This is an optimization exercise on Yosys and OpenROAD, whose aim is small area, a short achievable clock period and few clock cycles per item, not a production implementation.
Function was checked by simulation only, so behaviour that the tests miss may differ from the original.

== run D ==
==> flow/design.v (excerpt) <==
module MLP_RTL_IP_v1_0 (
    ACLK,
    ARESETN,
    S_AXIS_TREADY,
    S_AXIS_TDATA,
    S_AXIS_TLAST,
    S_AXIS_TVALID,
    M_AXIS_TVALID,
    M_AXIS_TDATA,
    M_AXIS_TLAST,
    M_AXIS_TREADY
);
    input         ACLK;
    input         ARESETN;
    output        S_AXIS_TREADY;
    input  [31:0] S_AXIS_TDATA;
    input         S_AXIS_TLAST;
    input         S_AXIS_TVALID;
    output        M_AXIS_TVALID;
    output [31:0] M_AXIS_TDATA;
    output        M_AXIS_TLAST;
    input         M_AXIS_TREADY;
    reg       par;       
    reg       run;       
    reg [2:0] wcnt;      
    reg       word1;     
    reg [2:0] cnt;       
    reg       ov;        
    wire take = ov & M_AXIS_TREADY;
    reg  rdy;            
    assign S_AXIS_TREADY = rdy;
    wire acc_in = S_AXIS_TVALID & rdy;
    wire [31:0] dn = ~S_AXIS_TDATA;
    wire       par_n   = ~par;
    wire       run_n   = run | (acc_in & ~run & wcnt == 3'd4);
    wire [2:0] wcnt_n  = wcnt + {2'd0, acc_in & ~run};
    wire       word1_n = word1 ^ (acc_in & run);
    wire [2:0] cnt_n   = cnt + {2'd0, acc_in & run & word1} - {2'd0, take};
    function rdy_of;
        input       run_x;
        input [2:0] wcnt_x;
        input       word1_x;
        input [2:0] cnt_x;
        begin
            if (!run_x)
                rdy_of = (wcnt_x == 3'd1 || wcnt_x == 3'd3) ? par_n : ~par_n;
            else if (word1_x)
                rdy_of = ~par_n & (cnt_x < 3'd5);
            else
                rdy_of = par_n;
        end
    endfunction
    wire       run_a   = run | (wcnt == 3'd4);
    wire [2:0] wcnt_a  = wcnt + {2'd0, ~run};
    wire       word1_a = word1 ^ run;
    wire [2:0] cnt_a   = cnt + {2'd0, run & word1};
    wire r00 = rdy_of(run,   wcnt,   word1,   cnt);
    wire r01 = rdy_of(run,   wcnt,   word1,   cnt - 3'd1);
    wire r10 = rdy_of(run_a, wcnt_a, word1_a, cnt_a);
    wire r11 = rdy_of(run_a, wcnt_a, word1_a, cnt_a - 3'd1);
    wire rdy_n = acc_in ? (take ? r11 : r10) : (take ? r01 : r00);
    wire [7:0] blane = wcnt[0] ? dn[7:0] : {S_AXIS_TDATA[7], dn[6:0]};
    wire ldw = ~run & rdy;
    reg [23:0] ra1, rb1, ra2, rb2;    
    reg [7:0]  ra13, rb13, ra23, rb23;    
    reg        b17, b27;
    reg [7:0]  b3;
  ...
==> flow/config.mk <==
export PLATFORM = sky130hd
export DESIGN_NAME = MLP_RTL_IP_v1_0
export DESIGN_NICKNAME = MLP_RTL_IP_v1_0
export VERILOG_FILES = /design/flow/design.v
export SDC_FILE = /design/flow/constraint.sdc
export NUM_CORES = 4
export LEC_CHECK = 0
export CAP_MARGIN = 20
export CORE_MARGIN = 2
export CORE_UTILIZATION = 40
export CTS_BUF_LIST = sky130_fd_sc_hd__clkbuf_16
export CTS_CLUSTER_DIAMETER = 80
export CTS_CLUSTER_SIZE = 30
export SETUP_SLACK_MARGIN = 3.2
export SLEW_MARGIN = 20
export SYNTH_HIERARCHICAL = 1
export SYNTH_MINIMUM_KEEP_SIZE = 0
==> flow/constraint.sdc <==
create_clock -name core_clock -period 6.0 [get_ports {ACLK}]
set_input_delay 1.2000 -clock core_clock [delete_from_list [all_inputs] [get_ports {ACLK}]]
set_output_delay 1.2000 -clock core_clock [all_outputs]
set_load 0.01 [all_outputs]
run.sh (not shown) runs the stock make flow with config.mk's settings and CLKGATE_MAP_FILE= SYNTH_SCRIPT=/design/flow/synth_recipe.tcl, a recipe that flattens the netlist after the stock synthesis.
Looking at the reports, run D completed the entire flow and the layout it produced met the timing, design-rule and antenna checks.
Testbench counts of run D, summed over its fixed seeds: cycles 2,152, items 1,024.
What run H does differently from run D at the input level:
- swapping 3.2 for 3.0 in SETUP_SLACK_MARGIN
==> run summary <==
The post-detailed-placement half-perimeter wirelength on run H is in line with that on run D.
| cell count | higher: run D |
In the tables for run D and run H, non-clock buffer count reads lower with run H.
| met3 usage | run D vs run H | ≈ equal |
Via density per instance of run D is on par with run H.
Diff run H..run D | count of H-tree levels built during CTS | unchanged
Comparing run D against run H, there is no change at all in adder and majority cell fraction of the synthesized area.
Reported for run D and run H, number of stages on the worst hold path turned out identical to the last digit.
From run D to run H the numbers moved as follows: worst setup slack rose by 0.072 ns, final standard cell utilization of the core fell by 1.5 points.

Setup of red:
MLP_RTL_IP_v1_0, a different RTL version from the one above (not shown whole).
Size in the first run: ~490 flip-flops, ~72 I/O pins.
make LEC_CHECK=0 CAP_MARGIN=20 CORE_MARGIN=2 CORE_UTILIZATION=40 CTS_BUF_LIST=sky130_fd_sc_hd__clkbuf_16 CTS_CLUSTER_DIAMETER=90 CTS_CLUSTER_SIZE=35 SETUP_SLACK_MARGIN=3.0 SLEW_MARGIN=20 SYNTH_HIERARCHICAL=1 SYNTH_MINIMUM_KEEP_SIZE=0 finish   # period 6.0 ns
Testbench counts of red, summed over its fixed seeds: cycles 2,160, items 1,024.
## Diff of input files: blue against red
- CTS_CLUSTER_DIAMETER changed from 90 to 80
- CTS_CLUSTER_SIZE changed from 35 to 30
==> run summary <==
- Total routed wirelength: blue vs red up 0.36%
- The higher total of clock buffers placed in the layout of blue and red is in blue.
- Core utilization | blue above red
- Cmp blue and red / final cell area excluding filler cells / higher: blue
- For total DRC errors in the routed layout, blue and red come out practically identical.
- Fraction of layout instances using a drive strength above 1 up 0.59 points in blue wrt red

Another version of the RTL of MLP_RTL_IP_v1_0 (not shown whole).
Size: ~3000 cells after synthesis, about 520 flip-flops, roughly 72 I/O pins, roughly 34000 um^2 of cells after synthesis.
Settings: LEC_CHECK=0, CAP_MARGIN=20, CORE_MARGIN=2, CORE_UTILIZATION=40, SETUP_SLACK_MARGIN=3.2, SLEW_MARGIN=20, SYNTH_HIERARCHICAL=1, SYNTH_MINIMUM_KEEP_SIZE=0; clock period 6.0 ns.
Testbench counts at the start, summed over its fixed seeds: cycles 2,152, items 1,024.
Change:
CORE_UTILIZATION = 60   (was 40)
Final area came out higher by 0.53%; synthesized area is unchanged; die area came out lower by 33%; wire length came out higher by 7.4%; register-to-register slack loses 0.04 ns; first-iteration DRC count came out lower by 2.6%; critical path depth came out lower by 1.
Change:
CORE_UTILIZATION = 40   (was 60)
CTS_BUF_LIST = sky130_fd_sc_hd__clkbuf_16   (was default)
CTS_CLUSTER_DIAMETER = 80   (was default)
CTS_CLUSTER_SIZE = 30   (was default)
SETUP_SLACK_MARGIN = 3.0   (was 3.2)
Outcome:
- routed wire length drops by 12%
- register-to-register slack got worse by 0.09 ns
- count of clock-buffer cells in the layout falls by 43
- via count shrinks by 7.0%
- synthesized area stays the same
- critical path depth came out higher by 1

Setup of ember:
MLP_RTL_IP_v1_0 again, from the RTL that the note above started with.
clock: 6.0 ns
lec_check: 0
cap_margin: 20
core_margin: 2
core_utilization: 40
cts_buf_list: sky130_fd_sc_hd__clkbuf_16
cts_cluster_diameter: 80
cts_cluster_size: 30
setup_slack_margin: 3.1
slew_margin: 20
synth_hierarchical: 1
synth_minimum_keep_size: 0
Testbench counts of ember, summed over its fixed seeds: cycles 2,152, items 1,024.
> inputs changed (ember -> pepper)
Settings: CORE_UTILIZATION changed from 40 to 50; SETUP_SLACK_MARGIN changed from 3.1 to 3.2.
## What came out
- pepper reached the end of the flow, and the finished layout is clean on the timing, design-rule and antenna checks.
- pepper -> ember: peak clock frequency supported by timing flat
- Re worst path setup slack after routing: ember was lower than pepper.
- Against ember, pepper comes in 2.8 points higher on layout-stage area growth over the synthesis result.
- pepper ended with more source-to-sink clock delay at the later pin of the worst-skew pair than ember.
- Count of vias placed by the detailed router grows by a few percent when moving from ember to pepper.
- pepper vs. ember: final standard cell count with taps included and fillers excluded shrank by about 4.6%; fraction of the core area covered by cells at the end of the flow grew by 12 points.
- Diff ember -> pepper: routed wire length went up, met2 global-route usage shows an increase of 11 points.
--- input diff pepper..willow ---
Settings: swapping sky130_fd_sc_hd__clkbuf_16 for sky130_fd_sc_hd__clkbuf_8 sky130_fd_sc_hd__clkbuf_16 in CTS_BUF_LIST; swapping 50 for 40 in CORE_UTILIZATION; swapping 30 for 20 in CTS_CLUSTER_SIZE; swapping 80 for 60 in CTS_CLUSTER_DIAMETER.
[summary]
The final layout from willow, which completed every stage, passed the timing, design-rule and antenna checks at the end of the flow.
pepper finished every stage and its layout cleared the timing, design-rule and antenna checks.
Compared with pepper, in willow die area went up 25%, number of setup buffers added after CTS lost 13, routed via count shrank by 718, non-clock buffer count moved down, combined area of the multi-input logic cells shows no meaningful change.

== run 1 ==
MLP_RTL_IP_v1_0 again, from the RTL that the note above started with.
Settings: LEC_CHECK=0, CAP_MARGIN=20, CORE_MARGIN=2, CORE_UTILIZATION=40, CTS_BUF_LIST=sky130_fd_sc_hd__clkbuf_16, CTS_CLUSTER_DIAMETER=80, CTS_CLUSTER_SIZE=30, SETUP_SLACK_MARGIN=2.8, SLEW_MARGIN=20, SYNTH_HIERARCHICAL=1, SYNTH_MINIMUM_KEEP_SIZE=0; clock period 6.0 ns.
Testbench counts of run 1, summed over its fixed seeds: cycles 2,152, items 1,024.
Here is what was changed in the inputs of run 2 compared with run 1.
- changing SETUP_SLACK_MARGIN from 2.8 to 3.2
### Flow results
As far as post-synthesis average cell area is concerned, run 2 and run 1 perform about the same.
Comparing run 2 and run 1, the lower sequential share of layout area is on run 2.
There was hardly any difference in global routing usage on met1 between run 1 and run 2.
Re cell depth of the worst setup path: run 1 was lower than run 2.
NOTE: final area in run 2 exceeds that of run 1
[compare] base=run 1 new=run 2: worst hold slack went up by 0.0056 ns; global-route usage went up 0.60 points; non-filler instance count after layout saw an increase.
Compared with run 1, the detailed router inserted more vias in run 2.
Input-level comparison between run 3 and run 2:
- CTS_BUF_LIST: sky130_fd_sc_hd__clkbuf_16 -> sky130_fd_sc_hd__clkbuf_4 sky130_fd_sc_hd__clkbuf_8
- CTS_CLUSTER_DIAMETER: 80 -> unset
- CTS_CLUSTER_SIZE: 30 -> unset
Notes after the runs:
Comparing run 3 against run 2, there is no change at all in die area.
Post-route cell area (run 3 over run 2): increase, about 1.8%
As far as hold-critical path depth goes, run 2 and run 3 are indistinguishable; the numbers are identical.
On final critical delay including setup and external delays, run 2 beats run 3.
In run 3, the wire length came out 0.91% above the value in run 2.
Modified inputs, run 4 compared to run 3
- a change of CTS_BUF_LIST from sky130_fd_sc_hd__clkbuf_4 sky130_fd_sc_hd__clkbuf_8 to sky130_fd_sc_hd__clkbuf_16
- a change of SETUP_SLACK_MARGIN from 3.2 to 3.3
- an added CTS_CLUSTER_SIZE of 30
- an added CTS_CLUSTER_DIAMETER of 80
- Run 4 | status: complete | timing, DRC, antenna: pass
- Higher sequential share of layout area was reported by run 3, not run 4.
- Of run 3 and run 4, the higher worst slew margin relative to its limit belongs to run 4.
- Measured against each other, run 3 and run 4 differ in share of final layout cell area taken by non-clock buffers, the lower figure coming from run 3.
- The lower met1 track demand over resource of run 3 and run 4 is in run 3.
- Run 4 against run 3: global-route wire length before repair up 1100 um; worst hold slack now sits lower.
- Between run 3 and run 4, core utilization is lower for run 3, run 4 comes in above that.
- Register-to-register slack essentially unchanged between run 3 and run 4.

## job 2550
Another version of the RTL of MLP_RTL_IP_v1_0 (not shown whole).
For scale: ~2600 cells after synthesis, ~470 flip-flops, ~72 I/O pins, ~29000 sq um of cells after synthesis.
Design MLP_RTL_IP_v1_0, start of the top module:
module MLP_RTL_IP_v1_0 (
    ACLK,
    ARESETN,
    S_AXIS_TREADY,
    S_AXIS_TDATA,
    S_AXIS_TLAST,
    S_AXIS_TVALID,
    M_AXIS_TVALID,
    M_AXIS_TDATA,
    M_AXIS_TLAST,
    M_AXIS_TREADY
);
    input         ACLK;
    input         ARESETN;
    output        S_AXIS_TREADY;
    input  [31:0] S_AXIS_TDATA;
    input         S_AXIS_TLAST;
    input         S_AXIS_TVALID;
    output        M_AXIS_TVALID;
    output [31:0] M_AXIS_TDATA;
    output        M_AXIS_TLAST;
    input         M_AXIS_TREADY;
    reg       par;       
    reg       run;       
    reg [2:0] wcnt;      
    reg       word1;     
    reg [2:0] cnt;       
    reg       ov;        
    wire take = ov & M_AXIS_TREADY;
    reg  rdy;            
    assign S_AXIS_TREADY = rdy;
    wire acc_in = S_AXIS_TVALID & rdy;
    wire [31:0] dn = ~S_AXIS_TDATA;
    wire       par_n   = ~par;
    wire       run_n   = run | (acc_in & ~run & wcnt == 3'd4);
    wire [2:0] wcnt_n  = wcnt + {2'd0, acc_in & ~run};
    wire       word1_n = word1 ^ (acc_in & run);
    wire [2:0] cnt_n   = cnt + {2'd0, acc_in & run & word1} - {2'd0, take};
    function rdy_of;
        input       run_x;
        input [2:0] wcnt_x;
        input       word1_x;
        input [2:0] cnt_x;
        begin
            if (!run_x)
                rdy_of = (wcnt_x == 3'd0 || wcnt_x == 3'd3) ? ~par_n : par_n;
            else if (word1_x)
                rdy_of = par_n & (cnt_x < 3'd4);
            else
                rdy_of = ~par_n;
        end
    endfunction
    wire       run_a   = run | (wcnt == 3'd4);
    wire [2:0] wcnt_a  = wcnt + {2'd0, ~run};
    wire       word1_a = word1 ^ run;
    wire [2:0] cnt_a   = cnt + {2'd0, run & word1};
    wire r00 = rdy_of(run,   wcnt,   word1,   cnt);
    wire r01 = rdy_of(run,   wcnt,   word1,   cnt - 3'd1);
    wire r10 = rdy_of(run_a, wcnt_a, word1_a, cnt_a);
  ...
Settings: LEC_CHECK=0, CAP_MARGIN=20, CORE_MARGIN=2, CORE_UTILIZATION=40, CTS_BUF_LIST=sky130_fd_sc_hd__clkbuf_16, CTS_CLUSTER_DIAMETER=80, CTS_CLUSTER_SIZE=30, SETUP_SLACK_MARGIN=3.15, SLEW_MARGIN=20, SYNTH_HIERARCHICAL=1, SYNTH_MINIMUM_KEEP_SIZE=0; clock period 6.0 ns.
Testbench counts of job 2550, summed over its fixed seeds: cycles 2,152, items 1,024.
Input changes introduced in job 5280 (baseline for comparison: job 2550):
Settings: SETUP_SLACK_MARGIN changed from 3.15 to 3.0.
## What came out
Job 2550 has a higher multi-input combinational cell area than job 5280. Re netlist area before placement: no difference whatsoever between job 5280 and job 2550. For cell area after placement, job 5280 and job 2550 come out practically identical. Cmp job 5280 and job 2550 / post-route cell area / higher: job 2550. Compared with job 2550, the detailed router inserted fewer vias in job 5280.
Edits applied to the flow inputs when going from job 5280 to job 9861:
Settings: swapping 40 for 47 in CORE_UTILIZATION.
Notes after the runs:
In the metrics for job 5280 and job 9861, the one carrying the higher number of cells on the critical path is job 5280.
Looking at minimum setup slack in the final design across both flows, job 9861 is the stronger of the two, with job 5280 trailing.
Job 9861 against job 5280; cell area after placement is down slightly.
| sequential share of layout area | lower: job 5280 |
Max time the final worst path needs with I/O delays and setup across job 5280 and job 9861: job 5280
Cells: job 9861 has fewer instances than job 5280
[compare] base=job 5280 new=job 9861: cell area decreased by 0.58% relative to the old numbers, worst hold slack went up by 0.014 ns.
[inputs] job 7772 vs job 9861
Settings: swapping 47 for 35 in CORE_UTILIZATION.
==> run summary <==
Compare job 9861 and job 7772 | overall fraction of global-route tracks in use lower: job 7772
Job 7772 vs job 9861, highest metal layer with signal wires: met5 vs met4
Job 7772 vs. job 9861: worst hold slack after final layout dropped 0.0079 ns; cell area after layout shows an increase of about 1%.

==> afterwards: timing with drivers on the ports <==
How much do the figures lean on ideal ports? The routed layouts below were timed once more, with nothing changed but the port constraints.
Step 1 assumes that a clkbuf_16 drives the clock port and a buf_2 every other input.
Step 2 also shifts input and output timing later by t, the mid clock arrival at the registers, as if the neighbouring blocks saw the same clock.
Slacks: ideal / step 1 / step 2; pairs: ideal / step 1.
| run | t, ns | setup slack, ns | hold slack, ns | clock arrival spread, ns | worst register clock-pin slew, ns |
|---|---|---|---|---|---|
| run D | 0.665 | 2.961 / 2.961 / 2.632 | 0.305 / 0.305 / 0.305 | 0.049 / 0.049 | 0.11 / 0.11 |
| run H | 0.657 | 3.033 / 3.033 / 2.523 | 0.301 / 0.301 / 0.301 | 0.037 / 0.037 | 0.11 / 0.11 |
| red | 0.656 | 3.029 / 3.029 / 2.676 | 0.328 / 0.328 / 0.328 | 0.052 / 0.052 | 0.12 / 0.12 |
| blue | 0.681 | 3.045 / 3.045 / 2.652 | 0.325 / 0.325 / 0.325 | 0.029 / 0.029 | 0.11 / 0.11 |
| the first run of note 3 | 0.689 | 3.133 / 3.133 / 2.647 | 0.296 / 0.296 / 0.296 | 0.044 / 0.044 | 0.07 / 0.07 |
| the second run of note 3 | 0.681 | 3.096 / 3.096 / 2.723 | 0.316 / 0.316 / 0.316 | 0.047 / 0.048 | 0.07 / 0.07 |
| the third run of note 3 | 0.672 | 3.006 / 3.006 / 2.512 | 0.328 / 0.328 / 0.328 | 0.035 / 0.036 | 0.11 / 0.11 |
| ember | 0.663 | 3.029 / 3.029 / 2.606 | 0.292 / 0.292 / 0.292 | 0.039 / 0.038 | 0.11 / 0.11 |
| pepper | 0.695 | 3.037 / 3.037 / 2.644 | 0.316 / 0.316 / 0.316 | 0.048 / 0.047 | 0.12 / 0.12 |
| willow | 0.663 | 3.132 / 3.132 / 2.665 | 0.321 / 0.321 / 0.321 | 0.031 / 0.031 | 0.08 / 0.08 |
| run 1 | 0.656 | 2.889 / 2.889 / 2.317 | 0.323 / 0.323 / 0.323 | 0.037 / 0.038 | 0.11 / 0.11 |
| run 2 | 0.661 | 3.115 / 3.115 / 2.671 | 0.328 / 0.328 / 0.328 | 0.033 / 0.033 | 0.11 / 0.11 |
| run 3 | 0.748 | 3.080 / 3.080 / 2.587 | 0.319 / 0.319 / 0.319 | 0.059 / 0.059 | 0.09 / 0.09 |
| run 4 | 0.667 | 3.092 / 3.092 / 2.725 | 0.299 / 0.299 / 0.299 | 0.036 / 0.037 | 0.11 / 0.11 |
| job 2550 | 0.665 | 2.937 / 2.937 / 2.658 | 0.325 / 0.325 / 0.325 | 0.029 / 0.028 | 0.11 / 0.11 |
| job 5280 | 0.657 | 2.974 / 2.974 / 2.588 | 0.317 / 0.317 / 0.317 | 0.056 / 0.057 | 0.11 / 0.11 |
| job 9861 | 0.661 | 3.003 / 3.003 / 2.569 | 0.332 / 0.332 / 0.332 | 0.038 / 0.037 | 0.11 / 0.11 |
| job 7772 | 0.629 | 3.036 / 3.036 / 2.564 | 0.324 / 0.324 / 0.324 | 0.041 / 0.041 | 0.11 / 0.11 |
After both steps every run listed still meets setup and hold. For run 1, which loses most, drivers alone change the setup slack by 0.000 ns; drivers and shift together by -0.572 ns.
